Background: an optimization exercise with open tools, aiming at small area and a short achievable clock period. Do not read the settings as production practice.
No functional check of the RTL was part of this run.
Power and IR drop assume default switching activity.

## flow/config.mk

```make
export PLATFORM = sky130hd
export DESIGN_NAME = Dividor_Segmentado
export DESIGN_NICKNAME = Dividor_Segmentado
export VERILOG_FILES = /design/flow/design.v
export SDC_FILE = /design/flow/constraint.sdc
export NUM_CORES = 4
export LEC_CHECK = 0
export ABC_AREA = 1
export CAP_MARGIN = 20
export CORE_MARGIN = 2
export CORE_UTILIZATION = 40
export CTS_CLUSTER_DIAMETER = 100
export CTS_CLUSTER_SIZE = 30
export SETUP_SLACK_MARGIN = 3.3
export SLEW_MARGIN = 20
```

## flow/constraint.sdc

```tcl
create_clock -name core_clock -period 6.0 [get_ports {CLK}]
set_input_delay 1.2000 -clock core_clock [delete_from_list [all_inputs] [get_ports {CLK}]]
set_output_delay 1.2000 -clock core_clock [all_outputs]
set_load 0.01 [all_outputs]
```

## flow/design.v

```verilog
module Aux_Segmentado #(
    parameter integer W = 1
) (
    input  logic [W-1:0]  R,
    input  logic          b,
    input  logic [W:0]    Dn,
    input  logic          ci,
    input  logic          hz,
    output logic [W:0]    R_out,
    output logic          qbit
);
    logic [W:0] T;
    logic [W+2:0] s;
    assign T = {R, b};
    assign s = {1'b0, T, 1'b1} + {1'b0, Dn, ci};
    assign qbit = s[W+2] & hz;
    assign R_out = qbit ? s[W+1:1] : T;
endmodule
module Dividor_Segmentado #(
    parameter integer tamanyo = 32
) (
    input CLK, RSTa, Start,
    input logic [tamanyo-1:0] Num, Den,
    output logic Done,
    output logic [tamanyo-1:0] Coc, Res
);
    logic s0_v, s0_sn, s0_sq, s0_ci;
    logic [31:0] s0_dn, s0_qr;    
    logic [1:0] s0_r;
    logic s1_v, s1_sn, s1_sq, s1_ci;
    logic [31:0] s1_dn, s1_qr;    
    logic [2:0] s1_r;
    logic s2_v, s2_sn, s2_sq, s2_ci;
    logic [31:0] s2_dn, s2_qr;    
    logic [3:0] s2_r;
    logic s3_v, s3_sn, s3_sq, s3_ci;
    logic [31:0] s3_dn, s3_qr;    
    logic [4:0] s3_r;
    logic s4_v, s4_sn, s4_sq, s4_ci;
    logic [31:0] s4_dn, s4_qr;    
    logic [5:0] s4_r;
    logic s5_v, s5_sn, s5_sq, s5_ci;
    logic [31:0] s5_dn, s5_qr;    
    logic [6:0] s5_r;
    logic s6_v, s6_sn, s6_sq, s6_ci;
    logic [31:0] s6_dn, s6_qr;    
    logic [7:0] s6_r;
    logic s7_v, s7_sn, s7_sq, s7_ci;
    logic [31:0] s7_dn, s7_qr;    
    logic [8:0] s7_r;
    logic s8_v, s8_sn, s8_sq, s8_ci;
    logic [31:0] s8_dn, s8_qr;    
    logic [9:0] s8_r;
    logic s9_v, s9_sn, s9_sq, s9_ci;
    logic [31:0] s9_dn, s9_qr;    
    logic [10:0] s9_r;
    logic s10_v, s10_sn, s10_sq, s10_ci;
    logic [31:0] s10_dn, s10_qr;    
    logic [11:0] s10_r;
    logic s11_v, s11_sn, s11_sq, s11_ci;
    logic [31:0] s11_dn, s11_qr;    
    logic [12:0] s11_r;
    logic s12_v, s12_sn, s12_sq, s12_ci;
    logic [31:0] s12_dn, s12_qr;    
    logic [13:0] s12_r;
    logic s13_v, s13_sn, s13_sq, s13_ci;
    logic [31:0] s13_dn, s13_qr;    
    logic [14:0] s13_r;
    logic s14_v, s14_sn, s14_sq, s14_ci;
    logic [31:0] s14_dn, s14_qr;    
    logic [15:0] s14_r;
    logic s15_v, s15_sn, s15_sq, s15_ci;
    logic [31:0] s15_dn, s15_qr;    
    logic [16:0] s15_r;
    logic s16_v, s16_sn, s16_sq, s16_ci;
    logic [31:0] s16_dn, s16_qr;    
    logic [17:0] s16_r;
    logic s17_v, s17_sn, s17_sq, s17_ci;
    logic [31:0] s17_dn, s17_qr;    
    logic [18:0] s17_r;
    logic s18_v, s18_sn, s18_sq, s18_ci;
    logic [31:0] s18_dn, s18_qr;    
    logic [19:0] s18_r;
    logic s19_v, s19_sn, s19_sq, s19_ci;
    logic [31:0] s19_dn, s19_qr;    
    logic [20:0] s19_r;
    logic s20_v, s20_sn, s20_sq, s20_ci;
    logic [31:0] s20_dn, s20_qr;    
    logic [21:0] s20_r;
    logic s21_v, s21_sn, s21_sq, s21_ci;
    logic [31:0] s21_dn, s21_qr;    
    logic [22:0] s21_r;
    logic s22_v, s22_sn, s22_sq, s22_ci;
    logic [31:0] s22_dn, s22_qr;    
    logic [23:0] s22_r;
    logic s23_v, s23_sn, s23_sq, s23_ci;
    logic [31:0] s23_dn, s23_qr;    
    logic [24:0] s23_r;
    logic s24_v, s24_sn, s24_sq, s24_ci;
    logic [31:0] s24_dn, s24_qr;    
    logic [25:0] s24_r;
    logic s25_v, s25_sn, s25_sq, s25_ci;
    logic [31:0] s25_dn, s25_qr;    
    logic [26:0] s25_r;
    logic s26_v, s26_sn, s26_sq, s26_ci;
    logic [31:0] s26_dn, s26_qr;    
    logic [27:0] s26_r;
    logic s27_v, s27_sn, s27_sq, s27_ci;
    logic [31:0] s27_dn, s27_qr;    
    logic [28:0] s27_r;
    logic s28_v, s28_sn, s28_sq, s28_ci;
    logic [31:0] s28_dn, s28_qr;    
    logic [29:0] s28_r;
    logic s29_v, s29_sn, s29_sq, s29_ci;
    logic [31:0] s29_dn, s29_qr;    
    logic [30:0] s29_r;
    logic s30_v, s30_sn, s30_sq, s30_ci;
    logic [31:0] s30_dn, s30_qr;    
    logic [31:0] s30_r;
    logic [31:0] xin, dnin;
    assign xin = Num ^ {32{Num[31]}};
    assign dnin = ~(Den ^ {32{Den[31]}});
    logic rr0_0, qb0_0, m0_0_0, m1_0_0;
    assign m0_0_0 = (&dnin) & ~Den[31];
    assign m1_0_0 = (&dnin) ? ~~Den[31] : ((dnin == 32'hFFFFFFFE) & ~Den[31]);
    assign qb0_0 = m0_0_0 | (m1_0_0 & xin[31]);
    assign rr0_0 = xin[31] & ~m1_0_0;
    logic [31:0] qq0_0;
    assign qq0_0 = {xin[30:0], qb0_0};
    logic [1:0] rr0_1; logic qb0_1;
    Aux_Segmentado #(.W(1)) u_step0_1 (.R(rr0_0), .b(qq0_0[31]), .Dn(dnin[1:0]), .ci(~Den[31]), .hz(&dnin[31:2]), .R_out(rr0_1), .qbit(qb0_1));
    logic [31:0] qq0_1;
    assign qq0_1 = {qq0_0[30:0], qb0_1};
    always_ff @(posedge CLK, negedge RSTa)
        if (!RSTa) s0_v <= 1'b0;
        else s0_v <= Start;
    always_ff @(posedge CLK) begin
        s0_sn <= Num[31];
        s0_sq <= Num[31] ^ Den[31];
        s0_ci <= ~Den[31];
        s0_dn <= dnin;
        s0_qr <= qq0_1;
        s0_r <= rr0_1;
    end
    logic [2:0] rr1_0; logic qb1_0;
    Aux_Segmentado #(.W(2)) u_step1_0 (.R(s0_r), .b(s0_qr[31]), .Dn(s0_dn[2:0]), .ci(s0_ci), .hz(&s0_dn[31:3]), .R_out(rr1_0), .qbit(qb1_0));
    logic [31:0] qq1_0;
    assign qq1_0 = {s0_qr[30:0], qb1_0};
    always_ff @(posedge CLK, negedge RSTa)
        if (!RSTa) s1_v <= 1'b0;
        else s1_v <= s0_v;
    always_ff @(posedge CLK) begin
        s1_sn <= s0_sn;
        s1_sq <= s0_sq;
        s1_ci <= s0_ci;
        s1_dn <= s0_dn;
        s1_qr <= qq1_0;
        s1_r <= rr1_0;
    end
    logic [3:0] rr2_0; logic qb2_0;
    Aux_Segmentado #(.W(3)) u_step2_0 (.R(s1_r), .b(s1_qr[31]), .Dn(s1_dn[3:0]), .ci(s1_ci), .hz(&s1_dn[31:4]), .R_out(rr2_0), .qbit(qb2_0));
    logic [31:0] qq2_0;
    assign qq2_0 = {s1_qr[30:0], qb2_0};
    always_ff @(posedge CLK, negedge RSTa)
        if (!RSTa) s2_v <= 1'b0;
        else s2_v <= s1_v;
    always_ff @(posedge CLK) begin
        s2_sn <= s1_sn;
        s2_sq <= s1_sq;
        s2_ci <= s1_ci;
        s2_dn <= s1_dn;
        s2_qr <= qq2_0;
        s2_r <= rr2_0;
    end
    logic [4:0] rr3_0; logic qb3_0;
    Aux_Segmentado #(.W(4)) u_step3_0 (.R(s2_r), .b(s2_qr[31]), .Dn(s2_dn[4:0]), .ci(s2_ci), .hz(&s2_dn[31:5]), .R_out(rr3_0), .qbit(qb3_0));
    logic [31:0] qq3_0;
    assign qq3_0 = {s2_qr[30:0], qb3_0};
    always_ff @(posedge CLK, negedge RSTa)
        if (!RSTa) s3_v <= 1'b0;
        else s3_v <= s2_v;
    always_ff @(posedge CLK) begin
        s3_sn <= s2_sn;
        s3_sq <= s2_sq;
        s3_ci <= s2_ci;
        s3_dn <= s2_dn;
        s3_qr <= qq3_0;
        s3_r <= rr3_0;
    end
    logic [5:0] rr4_0; logic qb4_0;
    Aux_Segmentado #(.W(5)) u_step4_0 (.R(s3_r), .b(s3_qr[31]), .Dn(s3_dn[5:0]), .ci(s3_ci), .hz(&s3_dn[31:6]), .R_out(rr4_0), .qbit(qb4_0));
    logic [31:0] qq4_0;
    assign qq4_0 = {s3_qr[30:0], qb4_0};
    always_ff @(posedge CLK, negedge RSTa)
        if (!RSTa) s4_v <= 1'b0;
        else s4_v <= s3_v;
    always_ff @(posedge CLK) begin
        s4_sn <= s3_sn;
        s4_sq <= s3_sq;
        s4_ci <= s3_ci;
        s4_dn <= s3_dn;
        s4_qr <= qq4_0;
        s4_r <= rr4_0;
    end
    logic [6:0] rr5_0; logic qb5_0;
    Aux_Segmentado #(.W(6)) u_step5_0 (.R(s4_r), .b(s4_qr[31]), .Dn(s4_dn[6:0]), .ci(s4_ci), .hz(&s4_dn[31:7]), .R_out(rr5_0), .qbit(qb5_0));
    logic [31:0] qq5_0;
    assign qq5_0 = {s4_qr[30:0], qb5_0};
    always_ff @(posedge CLK, negedge RSTa)
        if (!RSTa) s5_v <= 1'b0;
        else s5_v <= s4_v;
    always_ff @(posedge CLK) begin
        s5_sn <= s4_sn;
        s5_sq <= s4_sq;
        s5_ci <= s4_ci;
        s5_dn <= s4_dn;
        s5_qr <= qq5_0;
        s5_r <= rr5_0;
    end
    logic [7:0] rr6_0; logic qb6_0;
    Aux_Segmentado #(.W(7)) u_step6_0 (.R(s5_r), .b(s5_qr[31]), .Dn(s5_dn[7:0]), .ci(s5_ci), .hz(&s5_dn[31:8]), .R_out(rr6_0), .qbit(qb6_0));
    logic [31:0] qq6_0;
    assign qq6_0 = {s5_qr[30:0], qb6_0};
    always_ff @(posedge CLK, negedge RSTa)
        if (!RSTa) s6_v <= 1'b0;
        else s6_v <= s5_v;
    always_ff @(posedge CLK) begin
        s6_sn <= s5_sn;
        s6_sq <= s5_sq;
        s6_ci <= s5_ci;
        s6_dn <= s5_dn;
        s6_qr <= qq6_0;
        s6_r <= rr6_0;
    end
    logic [8:0] rr7_0; logic qb7_0;
    Aux_Segmentado #(.W(8)) u_step7_0 (.R(s6_r), .b(s6_qr[31]), .Dn(s6_dn[8:0]), .ci(s6_ci), .hz(&s6_dn[31:9]), .R_out(rr7_0), .qbit(qb7_0));
    logic [31:0] qq7_0;
    assign qq7_0 = {s6_qr[30:0], qb7_0};
    always_ff @(posedge CLK, negedge RSTa)
        if (!RSTa) s7_v <= 1'b0;
        else s7_v <= s6_v;
    always_ff @(posedge CLK) begin
        s7_sn <= s6_sn;
        s7_sq <= s6_sq;
        s7_ci <= s6_ci;
        s7_dn <= s6_dn;
        s7_qr <= qq7_0;
        s7_r <= rr7_0;
    end
    logic [9:0] rr8_0; logic qb8_0;
    Aux_Segmentado #(.W(9)) u_step8_0 (.R(s7_r), .b(s7_qr[31]), .Dn(s7_dn[9:0]), .ci(s7_ci), .hz(&s7_dn[31:10]), .R_out(rr8_0), .qbit(qb8_0));
    logic [31:0] qq8_0;
    assign qq8_0 = {s7_qr[30:0], qb8_0};
    always_ff @(posedge CLK, negedge RSTa)
        if (!RSTa) s8_v <= 1'b0;
        else s8_v <= s7_v;
    always_ff @(posedge CLK) begin
        s8_sn <= s7_sn;
        s8_sq <= s7_sq;
        s8_ci <= s7_ci;
        s8_dn <= s7_dn;
        s8_qr <= qq8_0;
        s8_r <= rr8_0;
    end
    logic [10:0] rr9_0; logic qb9_0;
    Aux_Segmentado #(.W(10)) u_step9_0 (.R(s8_r), .b(s8_qr[31]), .Dn(s8_dn[10:0]), .ci(s8_ci), .hz(&s8_dn[31:11]), .R_out(rr9_0), .qbit(qb9_0));
    logic [31:0] qq9_0;
    assign qq9_0 = {s8_qr[30:0], qb9_0};
    always_ff @(posedge CLK, negedge RSTa)
        if (!RSTa) s9_v <= 1'b0;
        else s9_v <= s8_v;
    always_ff @(posedge CLK) begin
        s9_sn <= s8_sn;
        s9_sq <= s8_sq;
        s9_ci <= s8_ci;
        s9_dn <= s8_dn;
        s9_qr <= qq9_0;
        s9_r <= rr9_0;
    end
    logic [11:0] rr10_0; logic qb10_0;
    Aux_Segmentado #(.W(11)) u_step10_0 (.R(s9_r), .b(s9_qr[31]), .Dn(s9_dn[11:0]), .ci(s9_ci), .hz(&s9_dn[31:12]), .R_out(rr10_0), .qbit(qb10_0));
    logic [31:0] qq10_0;
    assign qq10_0 = {s9_qr[30:0], qb10_0};
    always_ff @(posedge CLK, negedge RSTa)
        if (!RSTa) s10_v <= 1'b0;
        else s10_v <= s9_v;
    always_ff @(posedge CLK) begin
        s10_sn <= s9_sn;
        s10_sq <= s9_sq;
        s10_ci <= s9_ci;
        s10_dn <= s9_dn;
        s10_qr <= qq10_0;
        s10_r <= rr10_0;
    end
    logic [12:0] rr11_0; logic qb11_0;
    Aux_Segmentado #(.W(12)) u_step11_0 (.R(s10_r), .b(s10_qr[31]), .Dn(s10_dn[12:0]), .ci(s10_ci), .hz(&s10_dn[31:13]), .R_out(rr11_0), .qbit(qb11_0));
    logic [31:0] qq11_0;
    assign qq11_0 = {s10_qr[30:0], qb11_0};
    always_ff @(posedge CLK, negedge RSTa)
        if (!RSTa) s11_v <= 1'b0;
        else s11_v <= s10_v;
    always_ff @(posedge CLK) begin
        s11_sn <= s10_sn;
        s11_sq <= s10_sq;
        s11_ci <= s10_ci;
        s11_dn <= s10_dn;
        s11_qr <= qq11_0;
        s11_r <= rr11_0;
    end
    logic [13:0] rr12_0; logic qb12_0;
    Aux_Segmentado #(.W(13)) u_step12_0 (.R(s11_r), .b(s11_qr[31]), .Dn(s11_dn[13:0]), .ci(s11_ci), .hz(&s11_dn[31:14]), .R_out(rr12_0), .qbit(qb12_0));
    logic [31:0] qq12_0;
    assign qq12_0 = {s11_qr[30:0], qb12_0};
    always_ff @(posedge CLK, negedge RSTa)
        if (!RSTa) s12_v <= 1'b0;
        else s12_v <= s11_v;
    always_ff @(posedge CLK) begin
        s12_sn <= s11_sn;
        s12_sq <= s11_sq;
        s12_ci <= s11_ci;
        s12_dn <= s11_dn;
        s12_qr <= qq12_0;
        s12_r <= rr12_0;
    end
    logic [14:0] rr13_0; logic qb13_0;
    Aux_Segmentado #(.W(14)) u_step13_0 (.R(s12_r), .b(s12_qr[31]), .Dn(s12_dn[14:0]), .ci(s12_ci), .hz(&s12_dn[31:15]), .R_out(rr13_0), .qbit(qb13_0));
    logic [31:0] qq13_0;
    assign qq13_0 = {s12_qr[30:0], qb13_0};
    always_ff @(posedge CLK, negedge RSTa)
        if (!RSTa) s13_v <= 1'b0;
        else s13_v <= s12_v;
    always_ff @(posedge CLK) begin
        s13_sn <= s12_sn;
        s13_sq <= s12_sq;
        s13_ci <= s12_ci;
        s13_dn <= s12_dn;
        s13_qr <= qq13_0;
        s13_r <= rr13_0;
    end
    logic [15:0] rr14_0; logic qb14_0;
    Aux_Segmentado #(.W(15)) u_step14_0 (.R(s13_r), .b(s13_qr[31]), .Dn(s13_dn[15:0]), .ci(s13_ci), .hz(&s13_dn[31:16]), .R_out(rr14_0), .qbit(qb14_0));
    logic [31:0] qq14_0;
    assign qq14_0 = {s13_qr[30:0], qb14_0};
    always_ff @(posedge CLK, negedge RSTa)
        if (!RSTa) s14_v <= 1'b0;
        else s14_v <= s13_v;
    always_ff @(posedge CLK) begin
        s14_sn <= s13_sn;
        s14_sq <= s13_sq;
        s14_ci <= s13_ci;
        s14_dn <= s13_dn;
        s14_qr <= qq14_0;
        s14_r <= rr14_0;
    end
    logic [16:0] rr15_0; logic qb15_0;
    Aux_Segmentado #(.W(16)) u_step15_0 (.R(s14_r), .b(s14_qr[31]), .Dn(s14_dn[16:0]), .ci(s14_ci), .hz(&s14_dn[31:17]), .R_out(rr15_0), .qbit(qb15_0));
    logic [31:0] qq15_0;
    assign qq15_0 = {s14_qr[30:0], qb15_0};
    always_ff @(posedge CLK, negedge RSTa)
        if (!RSTa) s15_v <= 1'b0;
        else s15_v <= s14_v;
    always_ff @(posedge CLK) begin
        s15_sn <= s14_sn;
        s15_sq <= s14_sq;
        s15_ci <= s14_ci;
        s15_dn <= s14_dn;
        s15_qr <= qq15_0;
        s15_r <= rr15_0;
    end
    logic [17:0] rr16_0; logic qb16_0;
    Aux_Segmentado #(.W(17)) u_step16_0 (.R(s15_r), .b(s15_qr[31]), .Dn(s15_dn[17:0]), .ci(s15_ci), .hz(&s15_dn[31:18]), .R_out(rr16_0), .qbit(qb16_0));
    logic [31:0] qq16_0;
    assign qq16_0 = {s15_qr[30:0], qb16_0};
    always_ff @(posedge CLK, negedge RSTa)
        if (!RSTa) s16_v <= 1'b0;
        else s16_v <= s15_v;
    always_ff @(posedge CLK) begin
        s16_sn <= s15_sn;
        s16_sq <= s15_sq;
        s16_ci <= s15_ci;
        s16_dn <= s15_dn;
        s16_qr <= qq16_0;
        s16_r <= rr16_0;
    end
    logic [18:0] rr17_0; logic qb17_0;
    Aux_Segmentado #(.W(18)) u_step17_0 (.R(s16_r), .b(s16_qr[31]), .Dn(s16_dn[18:0]), .ci(s16_ci), .hz(&s16_dn[31:19]), .R_out(rr17_0), .qbit(qb17_0));
    logic [31:0] qq17_0;
    assign qq17_0 = {s16_qr[30:0], qb17_0};
    always_ff @(posedge CLK, negedge RSTa)
        if (!RSTa) s17_v <= 1'b0;
        else s17_v <= s16_v;
    always_ff @(posedge CLK) begin
        s17_sn <= s16_sn;
        s17_sq <= s16_sq;
        s17_ci <= s16_ci;
        s17_dn <= s16_dn;
        s17_qr <= qq17_0;
        s17_r <= rr17_0;
    end
    logic [19:0] rr18_0; logic qb18_0;
    Aux_Segmentado #(.W(19)) u_step18_0 (.R(s17_r), .b(s17_qr[31]), .Dn(s17_dn[19:0]), .ci(s17_ci), .hz(&s17_dn[31:20]), .R_out(rr18_0), .qbit(qb18_0));
    logic [31:0] qq18_0;
    assign qq18_0 = {s17_qr[30:0], qb18_0};
    always_ff @(posedge CLK, negedge RSTa)
        if (!RSTa) s18_v <= 1'b0;
        else s18_v <= s17_v;
    always_ff @(posedge CLK) begin
        s18_sn <= s17_sn;
        s18_sq <= s17_sq;
        s18_ci <= s17_ci;
        s18_dn <= s17_dn;
        s18_qr <= qq18_0;
        s18_r <= rr18_0;
    end
    logic [20:0] rr19_0; logic qb19_0;
    Aux_Segmentado #(.W(20)) u_step19_0 (.R(s18_r), .b(s18_qr[31]), .Dn(s18_dn[20:0]), .ci(s18_ci), .hz(&s18_dn[31:21]), .R_out(rr19_0), .qbit(qb19_0));
    logic [31:0] qq19_0;
    assign qq19_0 = {s18_qr[30:0], qb19_0};
    always_ff @(posedge CLK, negedge RSTa)
        if (!RSTa) s19_v <= 1'b0;
        else s19_v <= s18_v;
    always_ff @(posedge CLK) begin
        s19_sn <= s18_sn;
        s19_sq <= s18_sq;
        s19_ci <= s18_ci;
        s19_dn <= s18_dn;
        s19_qr <= qq19_0;
        s19_r <= rr19_0;
    end
    logic [21:0] rr20_0; logic qb20_0;
    Aux_Segmentado #(.W(21)) u_step20_0 (.R(s19_r), .b(s19_qr[31]), .Dn(s19_dn[21:0]), .ci(s19_ci), .hz(&s19_dn[31:22]), .R_out(rr20_0), .qbit(qb20_0));
    logic [31:0] qq20_0;
    assign qq20_0 = {s19_qr[30:0], qb20_0};
    always_ff @(posedge CLK, negedge RSTa)
        if (!RSTa) s20_v <= 1'b0;
        else s20_v <= s19_v;
    always_ff @(posedge CLK) begin
        s20_sn <= s19_sn;
        s20_sq <= s19_sq;
        s20_ci <= s19_ci;
        s20_dn <= s19_dn;
        s20_qr <= qq20_0;
        s20_r <= rr20_0;
    end
    logic [22:0] rr21_0; logic qb21_0;
    Aux_Segmentado #(.W(22)) u_step21_0 (.R(s20_r), .b(s20_qr[31]), .Dn(s20_dn[22:0]), .ci(s20_ci), .hz(&s20_dn[31:23]), .R_out(rr21_0), .qbit(qb21_0));
    logic [31:0] qq21_0;
    assign qq21_0 = {s20_qr[30:0], qb21_0};
    always_ff @(posedge CLK, negedge RSTa)
        if (!RSTa) s21_v <= 1'b0;
        else s21_v <= s20_v;
    always_ff @(posedge CLK) begin
        s21_sn <= s20_sn;
        s21_sq <= s20_sq;
        s21_ci <= s20_ci;
        s21_dn <= s20_dn;
        s21_qr <= qq21_0;
        s21_r <= rr21_0;
    end
    logic [23:0] rr22_0; logic qb22_0;
    Aux_Segmentado #(.W(23)) u_step22_0 (.R(s21_r), .b(s21_qr[31]), .Dn(s21_dn[23:0]), .ci(s21_ci), .hz(&s21_dn[31:24]), .R_out(rr22_0), .qbit(qb22_0));
    logic [31:0] qq22_0;
    assign qq22_0 = {s21_qr[30:0], qb22_0};
    always_ff @(posedge CLK, negedge RSTa)
        if (!RSTa) s22_v <= 1'b0;
        else s22_v <= s21_v;
    always_ff @(posedge CLK) begin
        s22_sn <= s21_sn;
        s22_sq <= s21_sq;
        s22_ci <= s21_ci;
        s22_dn <= s21_dn;
        s22_qr <= qq22_0;
        s22_r <= rr22_0;
    end
    logic [24:0] rr23_0; logic qb23_0;
    Aux_Segmentado #(.W(24)) u_step23_0 (.R(s22_r), .b(s22_qr[31]), .Dn(s22_dn[24:0]), .ci(s22_ci), .hz(&s22_dn[31:25]), .R_out(rr23_0), .qbit(qb23_0));
    logic [31:0] qq23_0;
    assign qq23_0 = {s22_qr[30:0], qb23_0};
    always_ff @(posedge CLK, negedge RSTa)
        if (!RSTa) s23_v <= 1'b0;
        else s23_v <= s22_v;
    always_ff @(posedge CLK) begin
        s23_sn <= s22_sn;
        s23_sq <= s22_sq;
        s23_ci <= s22_ci;
        s23_dn <= s22_dn;
        s23_qr <= qq23_0;
        s23_r <= rr23_0;
    end
    logic [25:0] rr24_0; logic qb24_0;
    Aux_Segmentado #(.W(25)) u_step24_0 (.R(s23_r), .b(s23_qr[31]), .Dn(s23_dn[25:0]), .ci(s23_ci), .hz(&s23_dn[31:26]), .R_out(rr24_0), .qbit(qb24_0));
    logic [31:0] qq24_0;
    assign qq24_0 = {s23_qr[30:0], qb24_0};
    always_ff @(posedge CLK, negedge RSTa)
        if (!RSTa) s24_v <= 1'b0;
        else s24_v <= s23_v;
    always_ff @(posedge CLK) begin
        s24_sn <= s23_sn;
        s24_sq <= s23_sq;
        s24_ci <= s23_ci;
        s24_dn <= s23_dn;
        s24_qr <= qq24_0;
        s24_r <= rr24_0;
    end
    logic [26:0] rr25_0; logic qb25_0;
    Aux_Segmentado #(.W(26)) u_step25_0 (.R(s24_r), .b(s24_qr[31]), .Dn(s24_dn[26:0]), .ci(s24_ci), .hz(&s24_dn[31:27]), .R_out(rr25_0), .qbit(qb25_0));
    logic [31:0] qq25_0;
    assign qq25_0 = {s24_qr[30:0], qb25_0};
    always_ff @(posedge CLK, negedge RSTa)
        if (!RSTa) s25_v <= 1'b0;
        else s25_v <= s24_v;
    always_ff @(posedge CLK) begin
        s25_sn <= s24_sn;
        s25_sq <= s24_sq;
        s25_ci <= s24_ci;
        s25_dn <= s24_dn;
        s25_qr <= qq25_0;
        s25_r <= rr25_0;
    end
    logic [27:0] rr26_0; logic qb26_0;
    Aux_Segmentado #(.W(27)) u_step26_0 (.R(s25_r), .b(s25_qr[31]), .Dn(s25_dn[27:0]), .ci(s25_ci), .hz(&s25_dn[31:28]), .R_out(rr26_0), .qbit(qb26_0));
    logic [31:0] qq26_0;
    assign qq26_0 = {s25_qr[30:0], qb26_0};
    always_ff @(posedge CLK, negedge RSTa)
        if (!RSTa) s26_v <= 1'b0;
        else s26_v <= s25_v;
    always_ff @(posedge CLK) begin
        s26_sn <= s25_sn;
        s26_sq <= s25_sq;
        s26_ci <= s25_ci;
        s26_dn <= s25_dn;
        s26_qr <= qq26_0;
        s26_r <= rr26_0;
    end
    logic [28:0] rr27_0; logic qb27_0;
    Aux_Segmentado #(.W(28)) u_step27_0 (.R(s26_r), .b(s26_qr[31]), .Dn(s26_dn[28:0]), .ci(s26_ci), .hz(&s26_dn[31:29]), .R_out(rr27_0), .qbit(qb27_0));
    logic [31:0] qq27_0;
    assign qq27_0 = {s26_qr[30:0], qb27_0};
    always_ff @(posedge CLK, negedge RSTa)
        if (!RSTa) s27_v <= 1'b0;
        else s27_v <= s26_v;
    always_ff @(posedge CLK) begin
        s27_sn <= s26_sn;
        s27_sq <= s26_sq;
        s27_ci <= s26_ci;
        s27_dn <= s26_dn;
        s27_qr <= qq27_0;
        s27_r <= rr27_0;
    end
    logic [29:0] rr28_0; logic qb28_0;
    Aux_Segmentado #(.W(29)) u_step28_0 (.R(s27_r), .b(s27_qr[31]), .Dn(s27_dn[29:0]), .ci(s27_ci), .hz(&s27_dn[31:30]), .R_out(rr28_0), .qbit(qb28_0));
    logic [31:0] qq28_0;
    assign qq28_0 = {s27_qr[30:0], qb28_0};
    always_ff @(posedge CLK, negedge RSTa)
        if (!RSTa) s28_v <= 1'b0;
        else s28_v <= s27_v;
    always_ff @(posedge CLK) begin
        s28_sn <= s27_sn;
        s28_sq <= s27_sq;
        s28_ci <= s27_ci;
        s28_dn <= s27_dn;
        s28_qr <= qq28_0;
        s28_r <= rr28_0;
    end
    logic [30:0] rr29_0; logic qb29_0;
    Aux_Segmentado #(.W(30)) u_step29_0 (.R(s28_r), .b(s28_qr[31]), .Dn(s28_dn[30:0]), .ci(s28_ci), .hz(&s28_dn[31:31]), .R_out(rr29_0), .qbit(qb29_0));
    logic [31:0] qq29_0;
    assign qq29_0 = {s28_qr[30:0], qb29_0};
    always_ff @(posedge CLK, negedge RSTa)
        if (!RSTa) s29_v <= 1'b0;
        else s29_v <= s28_v;
    always_ff @(posedge CLK) begin
        s29_sn <= s28_sn;
        s29_sq <= s28_sq;
        s29_ci <= s28_ci;
        s29_dn <= s28_dn;
        s29_qr <= qq29_0;
        s29_r <= rr29_0;
    end
    logic [31:0] rr30_0; logic qb30_0;
    Aux_Segmentado #(.W(31)) u_step30_0 (.R(s29_r), .b(s29_qr[31]), .Dn(s29_dn[31:0]), .ci(s29_ci), .hz(1'b1), .R_out(rr30_0), .qbit(qb30_0));
    logic [31:0] qq30_0;
    assign qq30_0 = {s29_qr[30:0], qb30_0};
    always_ff @(posedge CLK, negedge RSTa)
        if (!RSTa) s30_v <= 1'b0;
        else s30_v <= s29_v;
    always_ff @(posedge CLK) begin
        s30_sn <= s29_sn;
        s30_sq <= s29_sq;
        s30_ci <= s29_ci;
        s30_dn <= s29_dn;
        s30_qr <= qq30_0;
        s30_r <= rr30_0;
    end
    logic [31:0] fx;
    logic eq, wrap;
    assign fx = ~(s30_r ^ s30_dn);
    assign eq = (fx == {s30_r[30:0] & s30_dn[30:0], s30_ci});
    assign wrap = s30_sn & eq;
    logic [31:0] cy, cpre;
    assign cy = s30_qr ^ {32{s30_sq}};
    assign cpre[0] = 1'b1;
    genvar gi;
    generate
        for (gi = 1; gi < 32; gi = gi + 1) begin : g_cpre
            assign cpre[gi] = &cy[gi-1:0];
        end
    endgenerate
    always_ff @(posedge CLK, negedge RSTa)
        if (!RSTa) Done <= 1'b0;
        else Done <= s30_v;
    always_ff @(posedge CLK) begin
        Coc <= cy ^ (cpre & {32{s30_sq ^ wrap}});
        Res <= s30_sn ? (wrap ? 32'd0 : ~s30_r) : s30_r;
    end
endmodule
```

## flow/run.sh

```bash
#!/bin/bash
# synth_recipe.tcl (not shown) runs the flow's synth.tcl, then flattens the netlist and writes it again
# the make line also repeats each setting of config.mk as NAME=value (left out here)
make -C /OpenROAD-flow-scripts/flow DESIGN_CONFIG=/design/flow/config.mk WORK_HOME=/design/flow/orfs CLKGATE_MAP_FILE= SYNTH_SCRIPT=/design/flow/synth_recipe.tcl finish
```

==> flow_summary.toml <==
[routing]
wl_per_cell_um = 19.5
first_iter_violations = 4431
dr_total_vias = 67800
avgViaCountPerCell = 4.85
drc = 0
postRouteAntennaNets = 0
first_pass_iters = 8
drt-total-wl_um = 273000

[die]
io_pins = 132
row_count = 178
coreArea_um2 = 235000
die_w_um = 490
die-area_um2 = 241000
fp.dieH_um = 490
initial_utilization = 0.402

[synthesis]
synth_top_area_frac = 0.558
ys_types = 54
synth_edf_count = 0
synth_fp_nets = 11200
synthTopCellsByArea = "dfxtp_1, nand2_1, ha_1, inv_1, o21ai_0"
yosysWarnings = 1
synth-seq-cells = 2669
syn_area_um2 = 94700
synth_most_common_cell = "nand2_1"
avgSynthCellArea_um2 = 8.97
ys_seq_area_frac = 0.566
yosys_most_used_dff = "dfxtp_1"
synth_cells = 10600
synthTopCellsByCount = "nand2_1, dfxtp_1, inv_1"
yosysTopAreaCell = "dfxtp_1"
async_reset_ff_frac = 0.0120

[sta]
rsz0062_at_grt = "true"
period_minus_slack_ps = 2670
maxSlewViolCount = 3
finalSetupViolations = 0
min_period_over_period = 0.445
fmax_mhz = 375
clock_skew_ps = 86.2
setup-tns-final_ps = 0
slew_headroom = -0.194
tightest_slew_ps = 1780
hold_viol_final = 0

[worst_setup_path]
cp.required_ps = 6620
crit_type = "reg2reg"
crit_fanout = 31
reg2regPathDepth = 10
critPathArrivalTime_ps = 3290
r2r_slack_ps = 3330
crit_end = "s28_r[6]$_DFF_P_"
r2r_end = "s28_r[6]$_DFF_P_"
critical_path.startpoint = "s27_dn[21]$_DFF_P_"
critPathCaptureType = "flop"
r2r-start = "s27_dn[21]$_DFF_P_"
cp-start-kind = "flop"

[placement]
gp_congestion = 0.964
portBuffers = 131
place.detailed.hpwl_um = 221000
dpl_cell_area_um2 = 99500

[clock_network]
ctsHoldBuffers = 0
path_clk_slew_ps = 110
clock_latency_ps = 850
cts_tree = "done"
clockBufferDepth = 3
h-tree-depth = 3
cts_sinks = 2669
cts_inserted_buffers = 117
root_buffer = "clkbuf_16"

[power_and_ir_drop]
vdd_drop_max_mv = 0.332
leakage_uw = 0.0483
netSwitchingFraction = 0.349
p_seq_frac = 0.498
p_per_area_nw_per_um2 = 406
power_frac_comb = 0.271
p_int_uw = 27600
p_total_uw = 42400
p_switching_uw = 14800
clockPowerShare = 0.232

[global_route]
grt_first_pass_wirelength_um = 406000
grt_pass1_vias = 66700
grt_overflow = 0
grt_usage = 0.219
antenna_found_initial = 19
grt_max_degree = 62

[run]
cap_violations = 1

[finish]
drive_gt1_frac = 0.0421
syn2layout_area_growth_pct = 10.5
final_area_um2 = 105000
nFillCells = 23100
fin_nets = 11400

[worst_hold_path]
min_path_type = "reg2reg"
hold_start = "s28_dn[7]$_DFF_P_"

[run_status]
status = "complete, but fails checks"
so_faults = "capacitance limit, slew limit"
==> critical path: stages (launching register included) <==
cell,delay [ps]
dfxtp_1,560
ha_2,400
a21oi_1,220
o21ai_0,190
a21oi_2,220
nand3_1,140
nand2_1,90
nand2_2,130
buf_8,230
nand2_1,90
nand2_1,160
==> power groups by stage <==
| stage | combinational, uW | clock, uW | sequential (uW) |
|---|---|---|---|
| detailed placement | 11200 | 0 | 21500 |
| CTS | 11300 | 10200 | 21100 |
| finish | 11500 | 9820 | 21100 |
| global route | 12900 | 10800 | 21300 |
| global placement | 11200 | 0 | 21500 |
| floorplan | 7800 | 0 | 20700 |
==> per-layer routing <==
| layer | up-vias | routed length, um | global-route usage |
|---|---|---|---|
| li1 | 34500 | - | - |
| met4 | 2 | 9230 | 0.0694 |
| met5 | - | 10 | 0 |
| met2 | 1371 | 129000 | 0.379 |
| met1 | 31600 | 124000 | 0.287 |
| met3 | 341 | 9940 | 0.0230 |
==> placed cells by master, fill, tap and decap left out, drive strengths merged, types with 19 or more instances in the layout <==
master         netlist  layout
nand4              157     157
nand3              530     531
xor2               183     183
o21a                19      19
nor2               669     669
a21o                38      38
buf                 63      80
clkdlybuf4s50        0      64
inv                883     894
o21ai              611     611
clkbuf              51     132
nor3               107     107
a21oi              579     579
o21bai              41      41
clkdlybuf4s15        0      35
clkinv               1      27
nand3b              41      41
diode                0      23
nand2             2939    2941
and2                19      19
dfrtp               32      32
dfxtp             2637    2637
ha                 557     557
or2                 20      20
fa                  30      30
xnor2              237     237
nor4                40      40
==> worst min path at each step <==
stage                                     to  slack, ps  cells past startpoint
after floorplan           s10_qr[10]$_DFF_P_        310                      0
after global placement     s3_qr[29]$_DFF_P_        310                      0
after detailed placement   s13_qr[5]$_DFF_P_        310                      0
after CTS                 s13_qr[12]$_DFF_P_        310                      0
after global routing      s13_qr[12]$_DFF_P_        310                      0
final                      s29_dn[7]$_DFF_P_        310                      0
==> logic make-up after synthesis <==
kind of cell             after synthesis  share of synthesized area
AO/OA/AOI/OAI                       1340                     0.0748
XOR/XNOR                             420                     0.0394
adder cells (fa/ha/maj)              587                     0.0800
buffers and inverters                998                     0.0411
flip-flops                          2669                      0.566
AND/OR/NAND/NOR                     4542                      0.199
==> what timing repair did <==
item / CTS / global route
resized for setup: 303 / 112
cloned: 4 / 5
setup buffers: 22 / 17
pin swaps: 4 / 8
setup endpoints to repair: 429 / 367
==> stage by stage <==
| step | instances | setup slack [ps] | util | hold WS [ps] |
|---|---|---|---|---|
| after floorplan | 10600 | 3360 | - | 310 |
| after global placement | 13700 | 2390 | 0.423 | 309 |
| after detailed placement | 13700 | 2350 | 0.423 | 312 |
| after CTS | 13900 | 3220 | 0.442 | 313 |
| after global routing | 14000 | 3270 | 0.445 | 313 |
| final | 14000 | 3330 | 0.445 | 309 |
==> area by class of cell <==
type                       count  area (um^2)  share of cell area
tap                         3150         3940              0.0377
timing repair buffer         196         2080              0.0199
clock buffer                 127         3010              0.0288
antenna                       23         57.6            0.000550
sequential                  2669        53700               0.513
clock inverter                45          872             0.00834
multi-input combinational   6892        37600               0.359
timing repair inverter         2         15.0            0.000144
inverter                     884         3360              0.0322

what the ideal ports hide:
No port has a modelled driver above. Below, the same layout with a new extraction and two added sets of constraints.
Step 1 (the two cells are an assumption about what drives the block):
set clk [get_ports {CLK}]
set_driving_cell -lib_cell sky130_fd_sc_hd__clkbuf_16 $clk
set_driving_cell -lib_cell sky130_fd_sc_hd__buf_2 [delete_from_list [all_inputs] $clk]
Step 2 adds t to the input delays and takes it off the output delays; t is the mean of the earliest and latest rising clock arrival at the registers after step 1. Input paths then give back, and output paths get back, about the clock's delay inside the block.
a / b / c = ideal ports / drivers / drivers and shift; a / b = the first two.
t (ns): 0.894
setup WS [ns]: 3.330 / 3.254 / 2.725
clock arrival spread, ns: 0.089 / 0.089
worst register clock-pin slew, ns: 0.12 / 0.12
worst data-port slew with drivers (ns): 0.07
For this run, drivers alone change the setup slack by -0.076 ns; drivers and shift together by -0.605 ns.
